From an optimization exercise on the open Yosys and OpenROAD flow, aimed at a short achievable clock period and few clock cycles; shortcuts taken in it are not production practice.
Only simulation tests tie the RTL to the original design; equivalence was not proved.
Power figures rest on the tool's default switching activity, not on a simulated workload.

[design/flow/design.v]
`timescale 1ns / 1ps
module Mux (a,b,s,c);
    input [31:0]a,b;
    input s;
    output [31:0]c;
    assign c = (~s) ? a : b ;
endmodule
module Mux3 (a,b,c,s,d);
    input [31:0] a,b,c;
    input [1:0] s;
    output [31:0] d;
    assign d = (s == 2'b00) ? a : (s == 2'b01) ? b : (s == 2'b10) ? c : 32'h00000000;
endmodule
`timescale 1ns / 1ps
module mux2 #(parameter WIDTH = 8) 
(input [WIDTH-1:0] d0, d1,  
input s,  
output [WIDTH-1:0] y); 
assign y = s ? d1 : d0;  
endmodule 
`timescale 1ns / 1ps
module adder(input  [31:0] a, b,
             output [31:0] y); 
assign y = a + b; 
endmodule 
`timescale 1ns / 1ps
module flopr #(parameter WIDTH = 8) 
(input clk, reset, 
input [WIDTH-1:0] d,  
output reg [WIDTH-1:0] q); 
always @(posedge clk, posedge reset) 
if (reset)
 q <= 0; 
else       q <= d; 
endmodule
`timescale 1ns / 1ps
module flopenr #(parameter WIDTH = 8) 
(input clk, reset, en, 
input [WIDTH-1:0] d,  
output reg [WIDTH-1:0] q); 
always @(posedge clk, posedge reset) 
if (reset)   q <= 0; 
else if (en) q <= d; 
endmodule
`timescale 1ns / 1ps
module extend(instr,immsrc,immext);
input [31:0] instr;
input [1:0] immsrc;
output reg [31:0] immext;
always @(*)
begin
    case(immsrc)
      2'b00:     immext = {{20{instr[31]}}, instr[31:20]};   
      2'b01:     immext = {{20{instr[31]}}, instr[31:25],  instr[11:7]};
      2'b10:      immext = {{20{instr[31]}}, instr[7],  instr[30:25], instr[11:8], 1'b0};                                        
      2'b11:      immext = {{12{instr[31]}}, instr[19:12],  instr[20], instr[30:21], 1'b0};
           default: immext = 32'bx;  
        endcase
end
endmodule
`timescale 1ns / 1ps
module ALU(
    input [31:0] SrcAE, SrcBE,       
    input [2:0] ALUControlE,   
    output reg ZeroE,          
    output reg [31:0] ALUResult  
);
    wire [31:0] Sum;          
    wire [31:0] SubResult;    
    assign Sum = SrcAE + SrcBE; 
    assign SubResult = SrcAE - SrcBE;
    always @(*) begin
        case (ALUControlE)
            3'b000: ALUResult = Sum;                 
            3'b001: ALUResult = SubResult;           
            3'b010: ALUResult = SrcAE & SrcBE;       
            3'b011: ALUResult = SrcAE | SrcBE;       
            3'b100: ALUResult = SrcAE ^ SrcBE;      
            3'b101: ALUResult = ($signed(SrcAE) < $signed(SrcBE)) ? 32'b1 : 32'b0; 
            3'b110: ALUResult = SrcAE << 1;          
            3'b111: ALUResult = SrcAE >>> 1;         
            default: ALUResult = 32'b0;             
        endcase
        ZeroE = (ALUResult == 32'b0);
    end
endmodule
`timescale 1ns / 1ps
module register_File(CLK,rst,WE3,WD3,A1,A2,A3,RD1,RD2);
    input CLK,rst,WE3;
    input [4:0] A1,A2,A3;
    input [31:0]WD3;
    output reg [31:0]RD1,RD2;
    integer i;
    reg [31:0] register [31:0];
    always @ (posedge rst or negedge CLK) begin
        if (rst) begin
            for (i = 0; i < 32; i = i + 1) 
                register[i] <= 32'b0;  
        end 
        else if (WE3 && A3 != 5'b0) 
            register[A3] <= WD3;  
    end
    always @(*) begin
        RD1 = (A1 == 5'h0) ? 32'b0 : register[A1];  
        RD2 = (A2 == 5'h0) ? 32'b0 : register[A2];
    end
endmodule
 `timescale 1ns/1ps
 module maindec(input [6:0] op,
                           output [1:0] ResultSrc,
                           output           MemWrite,
                           output           Branch, ALUSrc,
                           output          RegWrite, Jump,
                           output [1:0] ImmSrc,
                           output [1:0] ALUOp);
    reg[11:0] controls;
    assign {RegWrite, ImmSrc, ALUSrc, MemWrite,
                  ResultSrc, Branch, ALUOp, Jump} = controls;
    always @(*)
    begin
       case(op)
            7'b0000011: controls = 11'b1_00_1_0_01_0_00_0;  
          7'b0100011: controls = 11'b0_01_1_1_00_0_00_0;  
          7'b0110011: controls = 11'b1_xx_0_0_00_0_10_0;  
          7'b1100011: controls = 11'b0_10_0_0_00_1_01_0;  
          7'b0010011: controls = 11'b1_00_1_0_00_0_10_0;  
          7'b1101111: controls = 11'b1_11_0_0_10_0_00_1;  
          7'b0000000: controls = 11'b0_00_0_0_00_0_00_0;
           default:      controls = 11'bx_xx_x_x_xx_x_xx_x;  
        endcase
        end
 endmodule
  module aludec(input           opb5,
                        input    [2:0] funct3,
                        input            funct7b5,
                        input  [1:0] ALUOp,
                        output reg [2:0] ALUControl);
    wire RtypeSub;
    assign RtypeSub = funct7b5 & opb5;   
    always @(*)
    begin
       case(ALUOp)
           2'b00: ALUControl = 3'b000;  
           2'b01: ALUControl = 3'b001;  
           default: case(funct3)  
                            3'b000:    if (RtypeSub)
                                                 ALUControl = 3'b001;  
                                            else
                                                ALUControl = 3'b000;  
                         3'b010:       ALUControl = 3'b101;  
                         3'b100:       ALUControl = 3'b100; 
                         3'b110:       ALUControl = 3'b011;  
                         3'b111:       ALUControl = 3'b010;  
                         default:      ALUControl = 3'bxxx;  
                         endcase
         endcase
         end
 endmodule
`timescale 1ns / 1ps
module control_d(clk, reset,clr, op,funct3,funct7, RegWriteE, ResultSrcE, MemWriteE, JumpE, BranchE, 
ALUControlE, ALUSrcE,ImmSrcD);
input clk,clr, reset ,funct7;
input [2:0] funct3;
input [6:0] op;
output [1:0] ImmSrcD;
output reg RegWriteE, MemWriteE, JumpE, BranchE, ALUSrcE;
output reg [1:0]  ResultSrcE;
output reg [2:0] ALUControlE;
wire [1:0] ALUOp;
wire RegWriteD, MemWriteD, JumpD, BranchD, ALUSrcD;
wire [1:0] ResultSrcD;
wire [2:0] ALUControlD;
maindec dec1(op,ResultSrcD,MemWriteD,BranchD, ALUSrcD,RegWriteD, JumpD,
   ImmSrcD,ALUOp);
   aludec dec2(op[5], funct3, funct7, ALUOp,ALUControlD);
always @(posedge clk, posedge reset)
begin
if(reset)
begin
   ResultSrcE <= 0;
   MemWriteE <= 0;
   BranchE <= 0;
   ALUSrcE <= 0;
   RegWriteE <= 0;
   JumpE <= 0;
   ALUControlE <= 0;
end
else if(clr)
begin
   ResultSrcE <= 0;
   MemWriteE <= 0;
   BranchE <= 0;
   ALUSrcE <= 0;
   RegWriteE <= 0;
   JumpE <= 0;
   ALUControlE <= 0;
end
else
begin
   ResultSrcE <= ResultSrcD;
   MemWriteE <= MemWriteD;
   BranchE <= BranchD;
   ALUSrcE <= ALUSrcD;
   RegWriteE <= RegWriteD;
   JumpE <= JumpD;
   ALUControlE <= ALUControlD;
end
end
endmodule
`timescale 1ns/1ps
module control_e(clk, reset, RegWriteE, ResultSrcE, MemWriteE, JumpE, BranchE, RegWriteM,
     ResultSrcM, MemWriteM, ZeroE, PCSrcE );
input clk, reset, RegWriteE, MemWriteE, JumpE, BranchE, ZeroE;
input [1:0] ResultSrcE;
output reg RegWriteM, MemWriteM; 
output PCSrcE;
output reg [1:0]  ResultSrcM;
wire andr;
and (andr, ZeroE, BranchE);
or (PCSrcE, andr, JumpE);
always @(posedge clk, posedge reset)
begin
if(reset)
begin
   ResultSrcM <= 0;
   MemWriteM <= 0;
   RegWriteM <= 0;
end
else
begin  ResultSrcM <= ResultSrcE;
   MemWriteM <= MemWriteE;
   RegWriteM <= RegWriteE;
end
end
endmodule
`timescale 1ns / 1ps
module control_m(clk, reset, RegWriteM, ResultSrcM, RegWriteW, 
ResultSrcW);
input clk, reset, RegWriteM;
input [1:0] ResultSrcM;
output reg  RegWriteW;
output reg [1:0] ResultSrcW;
always @(posedge clk, posedge reset)
begin   
    if(reset)
    begin
        RegWriteW <= 0;
        ResultSrcW <= 0;
    end
    else
    begin
        RegWriteW <= RegWriteM;
        ResultSrcW <= ResultSrcM;
    end
end
endmodule
`timescale 1ns / 1ps
module Controller(clk, reset, FlushE,ZeroE, InstrD, ImmSrcD, ALUSrcE,
PCSrcE, ResultSrcE, ALUControlE,MemWriteM,RegWriteM, RegWriteW, ResultSrcW);
input clk, reset, FlushE, ZeroE;
input [31:0] InstrD;
output MemWriteM, ALUSrcE, PCSrcE, RegWriteM, RegWriteW;
output [1:0] ImmSrcD, ResultSrcE, ResultSrcW;
output [2:0] ALUControlE;
wire RegWriteE, MemWriteE, JumpE, BranchE;
wire [1:0]ResultSrcM;
control_d control1(clk, reset,FlushE, InstrD[6:0], InstrD[14:12],
InstrD[30],RegWriteE, ResultSrcE, MemWriteE, JumpE, BranchE, 
ALUControlE, ALUSrcE,ImmSrcD);
control_e control2(clk, reset, RegWriteE, ResultSrcE, MemWriteE, JumpE, BranchE, RegWriteM,
     ResultSrcM, MemWriteM, ZeroE, PCSrcE );
control_m control3(clk, reset, RegWriteM, ResultSrcM, RegWriteW, 
ResultSrcW);
endmodule
`timescale 1ns / 1ps
module Hazard(regWriteW, rdW, regWriteM, rdM, resultSrcE, forwardBE, forwardAE, pcSrcE,
rs1E, rs2E, rdE, flushE, rs1D, rs2D, stallD, flushD, stallF );
input regWriteW, regWriteM, pcSrcE;
input [1:0] resultSrcE;
input [4:0] rdM, rdW, rs1E, rs2E, rdE, rs1D, rs2D;
output flushE, stallD, flushD, stallF;
output reg [1:0] forwardBE, forwardAE;
wire lwStallD;
always @(*)
    begin
        if (((rs1E == rdM)& regWriteM)&(rs1E != 0)) forwardAE = 2'b10;
        else if (((rs1E == rdW)& regWriteW)&(rs1E != 0)) forwardAE = 2'b01;
        else forwardAE = 2'b00;
        if (((rs2E == rdM)& regWriteM)&(rs2E != 0)) forwardBE = 2'b10;
        else if (((rs2E == rdW)& regWriteW)&(rs2E != 0)) forwardBE = 2'b01;
        else forwardBE = 2'b00;
    end
        assign lwStallD = resultSrcE[0] & ((rs1D == rdE) | (rs2D == rdE));   
        assign stallD = lwStallD; 
        assign stallF = lwStallD; 
        assign flushD = pcSrcE; 
        assign flushE = lwStallD | pcSrcE; 
endmodule 
`timescale 1ns / 1ps
module Fetch_reg(clk, reset, FlushD, StallD,RD, PCF, PCPlus4F, InstrD, PCD, PCPlus4D);
input clk, reset, FlushD,StallD;
input[31:0] RD, PCF, PCPlus4F;
output reg [31:0] InstrD, PCD, PCPlus4D;
    always @(posedge clk or posedge reset)
     begin
        if (reset) begin
            InstrD <= 0;
            PCD <= 0;
            PCPlus4D <= 0;
        end else if (FlushD) begin
            InstrD <= 0;
            PCD <= 0;
            PCPlus4D <= 0;
        end else if (!StallD) begin
            InstrD <= RD;
            PCD <= PCF;
            PCPlus4D <= PCPlus4F;
        end
    end
endmodule
`timescale 1ns / 1ps
module fetch(clk, reset,PCSrcE, StallF,StallD, FlushD, InstrF, PCF,PCTargetE,
 InstrD, PCPlus4D, PCD);
input clk, reset,PCSrcE, StallF, StallD, FlushD;
input [31:0] InstrF, PCTargetE;
output [31:0] PCF, InstrD,PCPlus4D, PCD;
wire [31:0] PCPlus4F, PCNextF;
mux2 #(32) m1(PCPlus4F, PCTargetE, PCSrcE, PCNextF);
flopenr #(32) pcflop(clk, reset, ~StallF, PCNextF, PCF);
adder pcadd(PCF, 32'h4, PCPlus4F);
Fetch_reg fetch_reg(clk, reset, FlushD, StallD,
InstrF, PCF, PCPlus4F, InstrD, PCD, PCPlus4D);
endmodule
`timescale 1ns / 1ps
module data_Path (CLK,rst,InstrD,ImmSrcD,PCD,PCPlus4D,RS1_E,ResultSrcW,RD,
RS2_E, RD_E,RegWriteW,flushE,ForwardA_E,ForwardB_E,
ALUControlE,ALUSrcE, RD_M,PCPlus4M, WriteDataM, ALU_ResultM,RDW,
PCTargetE,ZeroE);
    input CLK, rst, RegWriteW,ALUSrcE, flushE;
    input [31:0] InstrD, PCD, PCPlus4D,RD;
    input [1:0] ForwardA_E, ForwardB_E,ImmSrcD,ResultSrcW;
    input [2:0] ALUControlE;
    output ZeroE;
    output [4:0] RD_M,RS1_E, RS2_E, RD_E; 
    output [31:0] PCTargetE;
    output [4:0] RDW;
    output [31:0] PCPlus4M, WriteDataM, ALU_ResultM;
    wire [31:0] ResultW;
    wire [31:0] RD1_D, RD2_D, Imm_Ext_D;
    wire [31:0] RD1_E, RD2_E, Imm_Ext_E;
    wire [31:0] PCE, PCPlus4E;
    wire [31:0] Src_A, Src_B_inter, Src_B;
    wire [31:0] ResultE;
    wire ZeroE1;
    wire [31:0] PCPlus4W, WriteDataW, ALUResultW,ReadDataW;
    reg [31:0] RD1_D_r, RD2_D_r, Imm_Ext_D_r;
    reg [4:0] RD_D_r, RS1_D_r, RS2_D_r;
    reg [31:0] PCD_r, PCPlus4D_r;
    reg RegWriteE_r, MemWriteE_r, ResultSrcE_r;
    reg [4:0] RD_E_r;
    reg [31:0] PCPlus4E_r, RD2_E_r, ResultE_r;
    register_File reg1(
        .CLK(CLK),.rst(rst),.WE3(RegWriteW),.WD3(ResultW),.A1(InstrD[19:15]),.A2(InstrD[24:20]),.A3(RDW),.RD1(RD1_D),.RD2(RD2_D)
    );
    extend ext(
        .instr(InstrD), .immsrc(ImmSrcD) , .immext(Imm_Ext_D)
    );
    always @(posedge CLK or posedge rst) begin
        if(rst) begin
            RD1_D_r <= 32'h00000000; 
            RD2_D_r <= 32'h00000000; 
            Imm_Ext_D_r <= 32'h00000000;
            RD_D_r <= 5'h00;
            PCD_r <= 32'h00000000; 
            PCPlus4D_r <= 32'h00000000;
            RS1_D_r <= 5'h00;
            RS2_D_r <= 5'h00;
        end
        else if(flushE) begin
            RD1_D_r <= 32'h00000000; 
            RD2_D_r <= 32'h00000000; 
            Imm_Ext_D_r <= 32'h00000000;
            RD_D_r <= 5'h00;
            PCD_r <= 32'h00000000; 
            PCPlus4D_r <= 32'h00000000;
            RS1_D_r <= 5'h00;
            RS2_D_r <= 5'h00;
        end
        else begin
            RD1_D_r <= RD1_D; 
            RD2_D_r <= RD2_D; 
            Imm_Ext_D_r <= Imm_Ext_D;
            RD_D_r <= InstrD[11:7];
            PCD_r <= PCD; 
            PCPlus4D_r <= PCPlus4D;
            RS1_D_r <= InstrD[19:15];
            RS2_D_r <= InstrD[24:20];
        end
    end
    assign RD1_E = RD1_D_r;
    assign RD2_E = RD2_D_r;
    assign Imm_Ext_E = Imm_Ext_D_r;
    assign RD_E = RD_D_r;
    assign PCE = PCD_r;
    assign PCPlus4E = PCPlus4D_r;
    assign RS1_E = RS1_D_r;
    assign RS2_E = RS2_D_r;
    Mux3 srca (
                        .a(RD1_E),
                        .b(ResultW),
                        .c(ALU_ResultM),
                        .s(ForwardA_E),
                        .d(Src_A)
                        );
    Mux3 srcb (
                        .a(RD2_E),
                        .b(ResultW),
                        .c(ALU_ResultM),
                        .s(ForwardB_E),
                        .d(Src_B_inter)
                        );
    Mux alu_src_mux (
            .a(Src_B_inter),
            .b(Imm_Ext_E),
            .s(ALUSrcE),
            .c(Src_B)
            );
    ALU alu (
            .SrcAE(Src_A),
            .SrcBE(Src_B),
            .ALUResult(ResultE),
            .ALUControlE(ALUControlE),
            .ZeroE(ZeroE1)
            );
    adder branch_adder (
            .a(PCE),
            .b(Imm_Ext_E),
            .y(PCTargetE)
            );
    always @(posedge CLK or posedge rst) begin
        if(rst) begin
            RD_E_r <= 5'h00;
            PCPlus4E_r <= 32'h00000000; 
            RD2_E_r <= 32'h00000000; 
            ResultE_r <= 32'h00000000;
        end
        else begin
            RD_E_r <= RD_E;
            PCPlus4E_r <= PCPlus4E; 
            RD2_E_r <= Src_B_inter; 
            ResultE_r <= ResultE;
        end
    end
    assign ZeroE = ZeroE1;
    assign RD_M = RD_E_r;
    assign PCPlus4M = PCPlus4E_r;
    assign WriteDataM = RD2_E_r;
    assign ALU_ResultM = ResultE_r;
    flopr  #(101) regW(CLK, rst,{ALU_ResultM, RD ,RD_M, PCPlus4M}, {ALUResultW, ReadDataW, RDW, PCPlus4W});
    Mux3 resulta(
                        .a(ALUResultW),
                        .b(ReadDataW),
                        .c(PCPlus4W),
                        .s(ResultSrcW),
                        .d(ResultW)
                        );
endmodule
`timescale 1ns / 1ps
module top(input clk, reset, input [31:0] InstrF, readDataM, output memWriteM, output [31:0] ALUResultM, writeDataM, pcF);
wire FlushE,StallD,FlushD,StallF, ZeroE, ALUSrcE, PCSrcE, RegWriteM, RegWriteW ;
wire [1:0] ImmSrcD, ResultSrcE,ResultSrcW, ForwardAE, ForwardBE;
wire [2:0] ALUControlE;
wire [31:0] InstrD, PCD, PCPlus4D, PCTargetE, PCPlus4M; 
wire [4:0] RS1E, RS2E,RDE, RDW, RDM ;
Controller controller1(clk, reset, FlushE,ZeroE, InstrD, ImmSrcD, ALUSrcE,
PCSrcE, ResultSrcE, ALUControlE,memWriteM,RegWriteM, RegWriteW, ResultSrcW);
data_Path dataPath(clk,reset,InstrD,ImmSrcD,PCD,PCPlus4D,RS1E,ResultSrcW,readDataM,
RS2E, RDE,RegWriteW,FlushE,ForwardAE,ForwardBE,
ALUControlE,ALUSrcE, RDM,PCPlus4M, writeDataM, ALUResultM,RDW,
PCTargetE,ZeroE);
Hazard hazard_unit(RegWriteW, RDW, RegWriteM, RDM, ResultSrcE, ForwardBE, ForwardAE, PCSrcE,
RS1E, RS2E, RDE, FlushE, InstrD[19:15], InstrD[24:20] , StallD, FlushD, StallF );
fetch Fetch(clk, reset,PCSrcE, StallF,StallD, FlushD, InstrF, pcF,PCTargetE,
 InstrD, PCPlus4D, PCD);
endmodule
[design/flow/run.sh]
#!/bin/bash
# synth_recipe.tcl (not shown) runs the flow's synth.tcl, then flattens the netlist and writes it again
# the make line also repeats each setting of config.mk as NAME=value (left out here)
make -C /OpenROAD-flow-scripts/flow DESIGN_CONFIG=/design/flow/config.mk WORK_HOME=/design/flow/orfs CLKGATE_MAP_FILE= SYNTH_SCRIPT=/design/flow/synth_recipe.tcl finish
[design/flow/config.mk]
export PLATFORM = sky130hd
export DESIGN_NAME = top
export DESIGN_NICKNAME = top
export VERILOG_FILES = /design/flow/design.v
export SDC_FILE = /design/flow/constraint.sdc
export NUM_CORES = 4
export LEC_CHECK = 0
export CAP_MARGIN = 20
export CELL_PAD_IN_SITES_DETAIL_PLACEMENT = 2
export CELL_PAD_IN_SITES_GLOBAL_PLACEMENT = 2
export CORE_MARGIN = 2
export CORE_UTILIZATION = 30
export SLEW_MARGIN = 20
[design/flow/constraint.sdc]
create_clock -name core_clock -period 8.0 [get_ports {clk}]
set_input_delay 1.6000 -clock core_clock [delete_from_list [all_inputs] [get_ports {clk}]]
set_output_delay 1.6000 -clock core_clock [all_outputs]
set_load 0.01 [all_outputs]
==> run summary <==
worst min path at each step:
stage | startpoint | end | slack, ps
6_report | dataPath.PCPlus4D_r[14]$_DFF_PP0_ | dataPath.PCPlus4E_r[14]$_DFF_PP0_ | 340
5_1_grt | dataPath.PCPlus4D_r[14]$_DFF_PP0_ | dataPath.PCPlus4E_r[14]$_DFF_PP0_ | 350
4_1_cts | controller1.control2.ResultSrcM[0]$_DFF_PP0_ | controller1.control3.ResultSrcW[0]$_DFF_PP0_ | 350
3_5_place_dp | controller1.control2.ResultSrcM[0]$_DFF_PP0_ | controller1.control3.ResultSrcW[0]$_DFF_PP0_ | 340
3_3_place_gp | dataPath.PCPlus4E_r[6]$_DFF_PP0_ | dataPath.regW.q[6]$_DFF_PP0_ | 330
2_1_floorplan | controller1.control1.MemWriteE$_DFF_PP0_ | controller1.control2.MemWriteM$_DFF_PP0_ | 330
where the power goes:
part	internal [mW]	leakage (nW)	total [mW]	switching (mW)
Combinational	6.29	15.0	19.1	12.8
Clock	4.91	2.95	8.50	3.59
Sequential	11.3	18.2	15.3	3.94
Total	22.5	36.2	42.9	20.3
flip-flops by register name, summed over array words and instances, names as in the netlist, 21 cells and up:
| name | cells |
|---|---|
| dataPath.PCPlus4E_r | 32 |
| dataPath.regW.q | 101 |
| dataPath.PCPlus4D_r | 30 |
| Fetch.fetch_reg.PCPlus4D | 30 |
| Fetch.pcflop.q | 32 |
| dataPath.RD2_E_r | 32 |
| dataPath.PCD_r | 32 |
| dataPath.reg1.register | 992 |
| dataPath.RD1_D_r | 32 |
| dataPath.RD2_D_r | 32 |
| dataPath.Imm_Ext_D_r | 21 |
| dataPath.ResultE_r | 32 |
| Fetch.fetch_reg.InstrD | 32 |
| Fetch.fetch_reg.PCD | 32 |
routing by layer:
| layer | routed length, um | global-route usage (%) |
|---|---|---|
| met1 | 180600 | 46.52 |
| met2 | 183600 | 50.80 |
| met3 | 34960 | 7.013 |
| met4 | 24460 | 16.18 |
| met5 | 22 | 0 |
synthesized netlist by cell type (11+ instances only):
master / instances
dfrtn_1: 992
a21oi_1: 894
nor2_1: 799
nand2_1: 768
clkbuf_1: 629
o21ai_0: 622
dfrtp_1: 506
a22oi_1: 366
a22o_1: 256
a221oi_1: 250
nor3_1: 178
nand4_1: 142
nand3_1: 135
ha_1: 128
inv_1: 119
and2_1: 92
mux2i_1: 88
a222oi_1: 84
xnor2_1: 72
a211oi_1: 57
buf_1: 41
nand2b_1: 39
o211ai_1: 37
and3_1: 36
a21o_1: 33
nor4_1: 28
o21a_1: 27
nor2b_1: 26
xor2_1: 26
o31ai_1: 23
or3_1: 20
buf_2: 19
a31oi_1: 14
or2_2: 13
o21bai_1: 12
o22ai_1: 12
o2bb2ai_1: 11
logic make-up after synthesis:
family / Yosys count / synth area share, %
AOI/OAI and AO/OA: 2799 / 25.14
buffers and inverters: 810 / 4.231
DFF: 1498 / 51.70
xor gates and xnor gates: 98 / 1.184
muxes: 92 / 1.277
adders and majority gates: 131 / 2.291
and+or+nand+nor: 2320 / 14.18
worst max-delay path, stage by stage (launching register included):
cell	delay (ps)
dfrtp_1	450
xnor2_1	260
nand4_1	310
nor3_2	690
mux2i_1	400
ha_1	240
inv_1	70
fa_1	470
xor2_1	190
o22ai_1	110
a22oi_1	310
o31ai_1	160
o32a_1	360
or3b_1	410
or4_1	600
or4_1	460
nor4_2	330
nand4b_1	200
o41ai_4	320
buf_12	190
buf_12	190
buf_12	260
o21ai_0	140
a221o_1	390
through the flow:
step                      hold slack [ps]  util [%]
after floorplan                     331.2         -
final                               343.2     35.74
after detailed placement            336.1     33.19
after CTS                           348.5     35.68
after global routing                346.6     35.73
after global placement              333.4     33.16
cell type report:
| class | count | area, um2 | area share (%) |
|---|---|---|---|
| antenna | 15 | 37.54 | 0.04366 |
| clock buffer | 269 | 5303 | 6.168 |
| clock inverter | 67 | 689.4 | 0.8019 |
| inverter | 120 | 454.2 | 0.5283 |
| multi-input combinational | 5441 | 33010 | 38.39 |
| sequential | 1498 | 37500 | 43.61 |
| tap | 3185 | 3985 | 4.635 |
| timing repair buffer | 510 | 5002 | 5.818 |
==> run summary <==
- Core area: 0.2405 mm2
- # placed instances: around 11000
- Yosys top cell area share: 34.23%
- Final HPWL DP: 265.7 mm
- P per Cell Area: 498.6 mW/mm2
- Final worst-path cycle share: a little over nine tenths
- DIE HEIGHT: around 500 um
- Routed Wire Length: 423.6 mm
- Register area share after synthesis: about half
- Critical Path End: Fetch.pcflop.q[25]$_DFFE_PP0N_
- P_leak: between 30 and 40 nW
- Post-synth cell types: between 70 and 80
- Vias/cell: approximately 6.4
- Final WS setup: ~320 ps
- Cells after synthesis: between 7000 and 8000
- Reg-to-reg critical path startpoint: dataPath.RS1_D_r[0]$_DFF_PP0_
- Fmax: 130.3 MHz
- Layout area overhead: 18.57%
- Syn_nets: between 7000 and 8000
- Final setup fails: 0
- Initial Util: a little under a third
- Cell area after synthesis: between 0.07 and 0.08 mm2
- Commonest non-fill, non-tap cells in the layout: 992 x dfrtn_1, 868 x a21oi_1, 758 x nand2_1
- Final GP Congestion: 0.9096
- WL/cell: roughly 38 um
- Max-slew headroom: roughly 15%
- Filler cells: 25830
- Port Buf Inserts: ~160
- CP max FO: between 50 and 60
- Die width: approximately 500 um
- I/O pin cnt: 163
- First-pass GRT wire length: 590.2 mm
- Nets@finish: slightly below 8000
- Worst setup path startpoint: dataPath.RS1_D_r[0]$_DFF_PP0_
- FF-to-FF setup slack: roughly 320 ps
- Detailed-route via count: a little over 70000
- CP endpoint kind: register
- Setup TNS: 0 ps
- WS Path Type: register to register
- Crit path arrival time: 8400 ps
- Setup Buffers After CTS: 0
- Cells on worst reg2reg path: 23
- Initial antenna violation count: 20
- Unrepaired setup endpoints after global routing: false
- Synth Register Bits: 1498
- Post-synth EDFFs: 0
- Main synth FF type: dfrtn_1
- Iter 0 DRT Violations: between 8000 and 9000
- Skew-Pair Late Insertion Delay: ~870 ps
- Least-Margin Pin Slew: about 1300 ps
- Outcome: no timing/DRC/antenna violations
- Vias in the first global route: roughly 73000
- Router iterations before antenna repair: 9
- Worst hold path stage count: 0
- Max-slew violations: 0
- Aggregate global-route resource usage: about a third
- Maximum vdd drop: 0.0002752 V
- Most common cell after layout, fill and taps aside: dfrtn_1
- Overall Power: around 43 mW
- Final cell count without fillers: approximately 11000
- Top cells by area, synth: dfrtn_1 34%, dfrtp_1 17%, a21oi_1 6.2%
- Fin area: 0.08598 mm2
- Clk slew on worst S/H paths: approximately 60 ps
- Post-placement cell area: ~0.08 mm2
- Hold Path Class: register to register
- Num rows: 180
- Final ANT Viol Nets: 0
- CTS Sinks: roughly 1500
- FF-to-FF End: Fetch.pcflop.q[25]$_DFFE_PP0N_
- MaxCap Viol Count: 0
- CTS tree: done
- Startpoint types: register
- CTS buffer count: 181
- Async SR Flop Fraction: 100.0%
- Largest net degree at the start of global routing: between 100 and 150
- Final Skew: approximately 120 ps
- Drt drc: 0
- Clk buf depth: 3
- Final hold vios: 0
- Clock root cell: clkbuf_16
- H-tree depth: 4
- Yosys warns: 14
- Leading area contributor after synthesis: dfrtn_1
- Worst Path Required: between 8000 and 9000 ps
- PostCTS Resize Cnt: 0
- Syn avg cell area: slightly above 9 um2
- Die footprint: around 0.25 mm2
- GRT Residual Overflow: 0
- Share of cells above drive strength 1: 10.61%
- Min cycle time layout: between 7000 and 8000 ps
- Pre-CTS WS: 88.30 ps
- # hold bufs at CTS: 0
Testbench counts, summed over its fixed seeds: cycles 22,409.
